This design comes from an exercise in tuning for small area and a short achievable clock period on the open sky130 flow, not from production work. Where RTL was checked, it was by simulation tests only, not by an equivalence proof against the original. Function not checked in run 1: the RTL went through the layout flow alone.

## flow/design.v (module list and top-level ports; edited modules follow where they fit)
// module calc_fa: 10 lines
// module calc_ha: 9 lines
// module mp_alu: 826 lines
module mp_alu(
    input sys_clk,
    input sys_rst,
    input issue,
    input[2:0] tag3,
    input[2:0] func3,
    input[6:0] flag7,
    input[3:0] shift,
    input[15:0] data_in1,
    input[15:0] data_in2,
    input fwd_en1,
    input fwd_en2,
    input[15:0] fwd_data1,
    input[15:0] fwd_data2,
    output wb,
    output wb32,
    output[31:0] wb_data
);
  // ...
==> flow/flow/run.sh <==
#!/bin/bash
cp standard.sh standard_copy.log
export BUFFER_PORTS_ARGS="-buffer_cell sky130_fd_sc_hd__buf_2"
bash standard.sh > standard_flow.log 2>&1
==> flow/standard.sh <==
#!/bin/bash
# synth_recipe.tcl (not shown) runs the flow's synth.tcl, then flattens the netlist and writes it again
# the make line also repeats each setting of config.mk as NAME=value (left out here)
make -C /OpenROAD-flow-scripts/flow DESIGN_CONFIG=/design/flow/config.mk WORK_HOME=/design/flow/orfs CLKGATE_MAP_FILE= SYNTH_SCRIPT=/design/flow/synth_recipe.tcl "${@:-finish}"
==> flow/config.mk <==
export PLATFORM = sky130hd
export DESIGN_NAME = mp_alu
export DESIGN_NICKNAME = mp_alu
export VERILOG_FILES = /design/flow/design.v
export SDC_FILE = /design/flow/constraint.sdc
export NUM_CORES = 4
export LEC_CHECK = 0
export ABC_AREA = 1
export CAP_MARGIN = 20
export CORE_MARGIN = 2
export CORE_UTILIZATION = 40
export SLEW_MARGIN = 20
export SYNTH_HIERARCHICAL = 1
==> flow/constraint.sdc <==
create_clock -name core_clock -period 16.0 [get_ports {sys_clk}]
set_input_delay 3.2000 -clock core_clock [delete_from_list [all_inputs] [get_ports {sys_clk}]]
set_output_delay 3.2000 -clock core_clock [all_outputs]
set_load 0.01 [all_outputs]
==> summary.txt, run 1 <==
critical path class -> primary input to output pin
WL met2 -> 23400 um
Seq. cell area -> 866 um^2
M3 GR Usage -> 5.12%
Rows -> 65
Final WS setup -> 1220 ps
Clock Tree Root -> clkbuf_16
final wirelength -> 53700 um
most frequent cells in the layout -> nand2_1, inv_1, xor2_1
status -> finished clean
Yosys Warn Count -> 7
Diodes inserted -> 0
Synth Area in XOR/XNOR -> 11.9%
hold-fix buffers at CTS -> 0
Worst EP arrival -> 11580 ps
final setup TNS -> 0 ps
Largest stage delay, worst path -> 440 ps
Slew Viols, Final -> 0
max layer used -> met4
multi-input gate share of total cell area -> 76.4%
# nets final -> 2271
Residual DRC -> 0
dpl ws -> 1450 ps
Synth Area per Inst -> 6.77 um^2
final period utilization -> 92.4%
==> run 2, diff against run 1 <==
--- a/flow/design.v
+++ b/flow/design.v
@@ -100,47 +100,36 @@
         tk_rev[t] = (15 - t) < K;
     end
 wire[15:0] sh_m = left ? tk : (kind != 2'b11) ? tk_rev : 16'h0;
 wire[15:0] sh_f = left ? ({16{bm_pack}} & B) : {16{(kind == 2'b10) & X[15]}};
 wire[15:0] Sh   = (rot & ~sh_m) | (sh_f & sh_m);
 wire       sub  = ar_sub | ar_slt | ar_sltu | bm_cmp;
 wire       addb = ar_add | (u_sh & MODE[0]);
 wire[15:0] Bop  = sub ? ~B : addb ? B : 16'h0;
-wire[15:0] ShM  = u_mu ? 16'h0 : Sh;
-wire[15:0] Sum  = mp[15:0];    
+wire[16:0] Sum1 = {Sh, 1'b1} + {Bop, sub};
+wire[15:0] Sum  = Sum1[16:1];
 wire       sgn  = ar_slt | (bm_cmp & !S[0]);
 wire       lt   = (Sh[15] ^ B[15]) ? (sgn ? Sh[15] : B[15]) : Sum[15];
-reg[3:0] tt;
-always @(*)
-    case(MODE)
-    3'b000:   tt = 4'b1110;
-    3'b100:  tt = 4'b1000;
-    3'b010:  tt = 4'b0110;
-    3'b001:  tt = 4'b1101;
-    3'b101: tt = 4'b0100;
-    3'b011: tt = 4'b1001;
-    default:   tt = 4'b0000;
-    endcase
-reg[15:0] lg;
-always @(*)
-    for(t = 0; t < 16; t = t + 1)
-        lg[t] = A[t] ? (B[t] ? tt[3] : tt[2]) : (B[t] ? tt[1] : tt[0]);
+wire[15:0] Bx = MODE[0] ? ~B : B;
+wire[15:0] lg = MODE[2:1] == 2'b00 ? A | Bx :
+                MODE[2:1] == 2'b10 ? A & Bx :
+                MODE[2:1] == 2'b01 ? A ^ Bx : 16'h0;
 reg[4:0] clz;
 always @(*)
 begin
     clz = 5'd16;
     for(t = 0; t < 16; t = t + 1)
         if(A[t]) clz = 15 - t;
 end
 reg[15:0] rev;
 always @(*)
     for(t = 0; t < 16; t = t + 1) rev[t] = A[15 - t];
 wire[15:0] tbe = {{8{A[15:8] != B[15:8]}}, {8{A[7:0] != B[7:0]}}};
-wire[16:0] mx = u_mu ? {!MODE[1] & A[15], A} : 17'h0;
+wire[16:0] mx = {!MODE[1] & A[15], A};
 wire[16:0] my = {!MODE[0] & B[15], B};
 wire m_neg0 = mx[1] & ~(mx[0] & 1'b0);
 wire m_one0 = mx[0] ^ 1'b0;
 wire m_two0 = (mx[1] & ~mx[0] & ~1'b0) | (~mx[1] & mx[0] & 1'b0);
 wire m_neg1 = mx[3] & ~(mx[2] & mx[1]);
 wire m_one1 = mx[2] ^ mx[1];
 wire m_two1 = (mx[3] & ~mx[2] & ~mx[1]) | (~mx[3] & mx[2] & mx[1]);
 wire m_neg2 = mx[5] & ~(mx[4] & mx[3]);
@@ -611,24 +600,21 @@
 wire m_s285, m_c286;
 calc_fa m_s285_fa(.a(m_s225), .b(m_c172), .c(m_c224), .s(m_s285), .co(m_c286));
 wire m_s287, m_c288;
 calc_fa m_s287_fa(.a(m_s227), .b(m_c174), .c(m_c226), .s(m_s287), .co(m_c288));
 wire m_s289, m_c290;
 calc_fa m_s289_fa(.a(m_s229), .b(m_c176), .c(m_c228), .s(m_s289), .co(m_c290));
 wire m_s291, m_c292;
 calc_fa m_s291_fa(.a(m_s231), .b(m_pp8_14), .c(m_c230), .s(m_s291), .co(m_c292));
-wire[31:0] m_ut = {m_s291, m_s289, m_s287, m_s285, m_s283, m_s281, m_s279, m_s277, m_s275, m_s273, m_s271, m_s269, m_s267, m_s265, m_s263, m_s261, m_s259, m_s257, m_s255, m_s253, m_s251, m_s249, m_s247, m_s245, m_s243, m_s241, m_s239, m_s237, m_s235, m_s233, m_pp0_1, m_pp0_0};
-wire[31:0] m_vt = {m_c290, m_c288, m_c286, m_c284, m_c282, m_c280, m_c278, m_c276, m_c274, m_c272, m_c270, m_c268, m_c266, m_c264, m_c262, m_c260, m_c258, m_c256, m_c254, m_c252, m_c250, m_c248, m_c246, m_c244, m_c242, m_c240, m_c238, m_c236, m_c234, m_neg1, 1'b0, m_neg0};
-wire[31:0] m_u = {m_ut[31:16], m_ut[15:0] | ShM};
-wire[31:0] m_v = {m_vt[31:16], m_vt[15:0] | Bop};
+wire[31:0] m_u = {m_s291, m_s289, m_s287, m_s285, m_s283, m_s281, m_s279, m_s277, m_s275, m_s273, m_s271, m_s269, m_s267, m_s265, m_s263, m_s261, m_s259, m_s257, m_s255, m_s253, m_s251, m_s249, m_s247, m_s245, m_s243, m_s241, m_s239, m_s237, m_s235, m_s233, m_pp0_1, m_pp0_0};
+wire[31:0] m_v = {m_c290, m_c288, m_c286, m_c284, m_c282, m_c280, m_c278, m_c276, m_c274, m_c272, m_c270, m_c268, m_c266, m_c264, m_c262, m_c260, m_c258, m_c256, m_c254, m_c252, m_c250, m_c248, m_c246, m_c244, m_c242, m_c240, m_c238, m_c236, m_c234, m_neg1, 1'b0, m_neg0};
 wire[31:0] m_g0 = m_u & m_v;
 wire[31:0] m_p0 = m_u ^ m_v;
-wire m_g0c = m_g0[0] | (m_p0[0] & sub);
-wire m_pg293_g = m_g0[1] | (m_p0[1] & m_g0c);
+wire m_pg293_g = m_g0[1] | (m_p0[1] & m_g0[0]);
 wire m_pg293_p = m_p0[1] & m_p0[0];
 wire m_pg294_g = m_g0[3] | (m_p0[3] & m_g0[2]);
 wire m_pg294_p = m_p0[3] & m_p0[2];
 wire m_pg295_g = m_g0[5] | (m_p0[5] & m_g0[4]);
 wire m_pg295_p = m_p0[5] & m_p0[4];
 wire m_pg296_g = m_g0[7] | (m_p0[7] & m_g0[6]);
 wire m_pg296_p = m_p0[7] & m_p0[6];
 wire m_pg297_g = m_g0[9] | (m_p0[9] & m_g0[8]);
@@ -779,18 +765,18 @@
 wire m_pg369_p = m_pg353_p & m_pg348_p;
 wire m_pg370_g = m_pg354_g | (m_pg354_p & m_pg348_g);
 wire m_pg370_p = m_pg354_p & m_pg348_p;
 wire m_pg371_g = m_pg355_g | (m_pg355_p & m_pg348_g);
 wire m_pg371_p = m_pg355_p & m_pg348_p;
 wire m_pg372_g = m_pg356_g | (m_pg356_p & m_pg348_g);
 wire m_pg372_p = m_pg356_p & m_pg348_p;
 wire[31:0] mp;
-assign mp[0] = m_p0[0] ^ sub;
-assign mp[1] = m_p0[1] ^ m_g0c;
+assign mp[0] = m_p0[0];
+assign mp[1] = m_p0[1] ^ m_g0[0];
 assign mp[2] = m_p0[2] ^ m_pg293_g;
 assign mp[3] = m_p0[3] ^ m_pg309_g;
 assign mp[4] = m_p0[4] ^ m_pg310_g;
 assign mp[5] = m_p0[5] ^ m_pg325_g;
 assign mp[6] = m_p0[6] ^ m_pg326_g;
 assign mp[7] = m_p0[7] ^ m_pg327_g;
 assign mp[8] = m_p0[8] ^ m_pg328_g;
 assign mp[9] = m_p0[9] ^ m_pg341_g;
==> flow/run.sh (new file) <==
#!/bin/bash
# synth_recipe.tcl (not shown) runs the flow's synth.tcl, then flattens the netlist and writes it again
# the make line also repeats each setting of config.mk as NAME=value (left out here)
make -C /OpenROAD-flow-scripts/flow DESIGN_CONFIG=/design/flow/config.mk WORK_HOME=/design/flow/orfs CLKGATE_MAP_FILE= SYNTH_SCRIPT=/design/flow/synth_recipe.tcl finish
removed: flow/flow/run.sh
removed: flow/standard.sh
==> run 2 against run 1 <==
Net effect:
- still clean on timing, DRC and antenna
- synthesized cell count is 1.8% higher
- worst setup slack lost 130 ps
- global-route usage decreased by 2.4 points
- first-iteration DRC count decreased by 21%
- critical path depth shrank 26
- flip-flop and latch count did not move
- via count up 0.22%
- non-clock buffer count up 1
- final area up 10%
- critical path type unchanged
- largest cell class unchanged
- highest routed layer unchanged
==> summary.txt, run 2 <==
Slew Viols, Final -> 0 (unchanged)
Synth area leaders -> fa_1, ha_1, xor2_1
layout cell share with drive strength beyond 1 -> 9.22%
Hold Crit Class -> primary input to asynchronous set/reset pin
asr flop ratio synth -> 2.33%
Clock Tree Root -> clkbuf_16
most frequent cells in the layout -> nand2_1, inv_1, xor2_1
Final WS setup -> 1090 ps (-130 ps)
Rows -> 67 (+3.1%)
post-synth net total -> 2280
Synth top area share -> 17.2%
dpl cell area -> 15500 um^2
Largest regs -> alu_data_in1 x16, alu_data_in2 x16, alu_cmd x4
Worst-Margin Slew -> 1090 ps
Worst EP arrival -> 11710 ps (+130 ps)
cells after synthesis -> 1951
RSZ-0062 raised after global routing -> false
status -> finished clean
Max-Cap Viols -> 0
first-pass detailed-route iteration total -> 6
CTS tree -> done
initial antenna violation count -> 0
Synth Area per Inst -> 7.02 um^2 (+3.7%)
post-route ant nets -> 0
wire per inst -> 21.4 um
Worst setup EP type -> output pin
Reg clk slew, reported paths -> 60 ps
dpl ws -> 1100 ps (-352 ps)
grt total ovfl -> 0
HPWL after DPL -> 41800 um
required time of the critical path -> 12800 ps
DR vias/cell -> 5.82
critical path class -> primary input to output pin
post-synthesis instance area -> 13700 um^2
Netlist cell types -> 63
Yosys Warn Count -> 7 (unchanged)
slew margin rel. -> 26.8%
final count of hold timing violations -> 0
pin count of the biggest net entering global routing -> 35
sequential-to-total area share from yosys stat -> 6.32%
chip height -> 189 um
Total Routing Usage GR -> 29.3%
final period utilization -> 93.2% (+0.81 points)
top-count cell post-synth -> nand2_1
initial core utilization -> 40.7%
Primary FF master, synth -> dfxtp_1
Vias -> 14400
CTS buffer count -> 5
Yosys reg bits -> 43
postcts setup bufs -> 0
Finished Layout Cells -> 2477
number of synthesized flops with an enable pin -> 0
vias in the first global route -> 13900
first-pass GRT wire length -> 81200 um
Residual DRC -> 0 (unchanged)
# resized after CTS -> 0
CTS sink count -> 43
Core ar. -> 33600 um^2
RePlAce Congestion -> 1.00
buffers added on ports -> 116
Largest stage delay, worst path -> 690 ps (+250 ps)
die area -> 35700 um^2
# nets final -> 2356 (+3.7%)
hold-fix buffers at CTS -> 0 (unchanged)
final wirelength -> 53100 um (-1.0%)
Clock Tree Buf Depth -> 2
Ports -> 120
Post-synth top cells -> nand2_1, inv_1, xor2_1, nand3_1, nor2_1
CP dominant cell by count -> nand2_1
DRT iter0 DRCs -> 1323
Hold WS -> 3050 ps
min Tclk post-route -> 14910 ps
crit path launch -> fwd_en1
final setup TNS -> 0 ps (unchanged)
element type at the critical path start -> primary input
crit path max fanout -> 22
cell type with the largest total area after synthesis -> fa_1
H-tree depth -> 2
commonest non-fill, non-tap cell in the layout -> nand2_1
Final setup viols -> 0
Worst path slowest cell -> clkdlybuf4s50_1
Max Freq -> 67.1 MHz
final instance area -> 15700 um^2
die width -> 189 um
area delta synth->final -> 14.6%
Placed Cells -> 2468
end-of-flow core utilization -> 46.7%
[run 2: changes by cell type after synthesis, sizes merged, moves of 9 or more]
cell and delta:
a221oi +17, o21ai -35, ha +50, a31o -10, nand3 +40, a21oi -34, nand2 -20, nand4 -16
xnor2 +9
[run 2: cells by family (layout without fill, tap and decap cells)]
group                    after synthesis  after routing  share of synthesized area (%)
AND/OR/NAND/NOR                      702            702                           23.2
multiplexers                           5              5                          0.402
other                                  1              2                         0.0274
flip-flops                            43             43                           6.32
adder cells (fa/ha/maj)              243            243                           28.7
XOR/XNOR                             187            187                           12.0
AO/OA/AOI/OAI                        445            445                           20.1
buffers and inverters                325            402                           9.25
[run 2: final cells by class]
cell class	instances	area, um^2
inverters	216	813
flip-flops and latches	43	866
diodes	1	2.50
repair buffers	178	1630
multi-input cells	1583	11600
clock buffers	5	125
clock inverters	3	67.6
fillers	3388	17900
well taps	448	561
[run 2: path summary, 6_finish.rpt]
| path | to |
|---|---|
| worst max-delay path | wb_data[15] |
| worst min-delay path | alu_issue |
| max in group asynchronous | alu_issue |
| min in group core_clock | alu_data_in2[8] |
[run 2: per-module statistics from Yosys, one instance, submodules excluded]
| module | area (um^2) | cells |
|---|---|---|
| mp_alu | 11100 | 1809 |
| calc_fa | 20.0 | 1 |
| calc_ha | 12.5 | 1 |
[run 2: routing by layer]
| layer | up-vias | global-route usage [%] | routed length [um] | part of all wire [%] |
|---|---|---|---|---|
| met2 | 689 | 45.9 | 23300 | 44 |
| li1 | 6770 | - | - | - |
| met1 | 6846 | 40.7 | 23300 | 44 |
| met5 | - | 0 | 0 | 0 |
| met3 | 107 | 3.87 | 4410 | 8.3 |
| met4 | 0 | 11.7 | 2130 | 4.0 |
[run 2: worst max-delay path: cells and delay by family]
kind / cells / cell delay (ps)
compound gates: 6 / 1680
fa+ha+maj: 6 / 2680
simple gates: 10 / 1240
xor+xnor: 2 / 560
buf+inv: 6 / 2340

-- afterwards: timing with drivers on the ports --
How much do the figures lean on ideal ports? The routed layouts below were timed once more, with nothing changed but the port constraints.
Step 1 assumes that a clkbuf_16 drives the clock port and a buf_2 every other input.
Step 2 times the ports against the registers' clock, not the clock port: input delays grow and output delays shrink by t, the midpoint of the rising clock arrivals with the driver on.
a / b / c = no drivers / after step 1 / after step 2; a / b = the first two.
| run | t (ns) | setup WS [ns] | hold WS [ns] | latest minus earliest clock arrival (ns) | worst slew at a driven data input, ns |
|---|---|---|---|---|---|
| run 1 | 0.325 | 1.222 / 1.197 / 1.197 | 2.725 / 2.708 / 3.032 | 0.009 / 0.009 | 0.05 |
| run 2 | 0.314 | 1.092 / 1.068 / 1.068 | 3.054 / 3.072 / 3.386 | 0.006 / 0.006 | 0.07 |
After both steps every run listed still meets setup and hold. The setup slack of run 1, which loses most, moves by -0.025 ns with the drivers and by -0.025 ns with both steps.
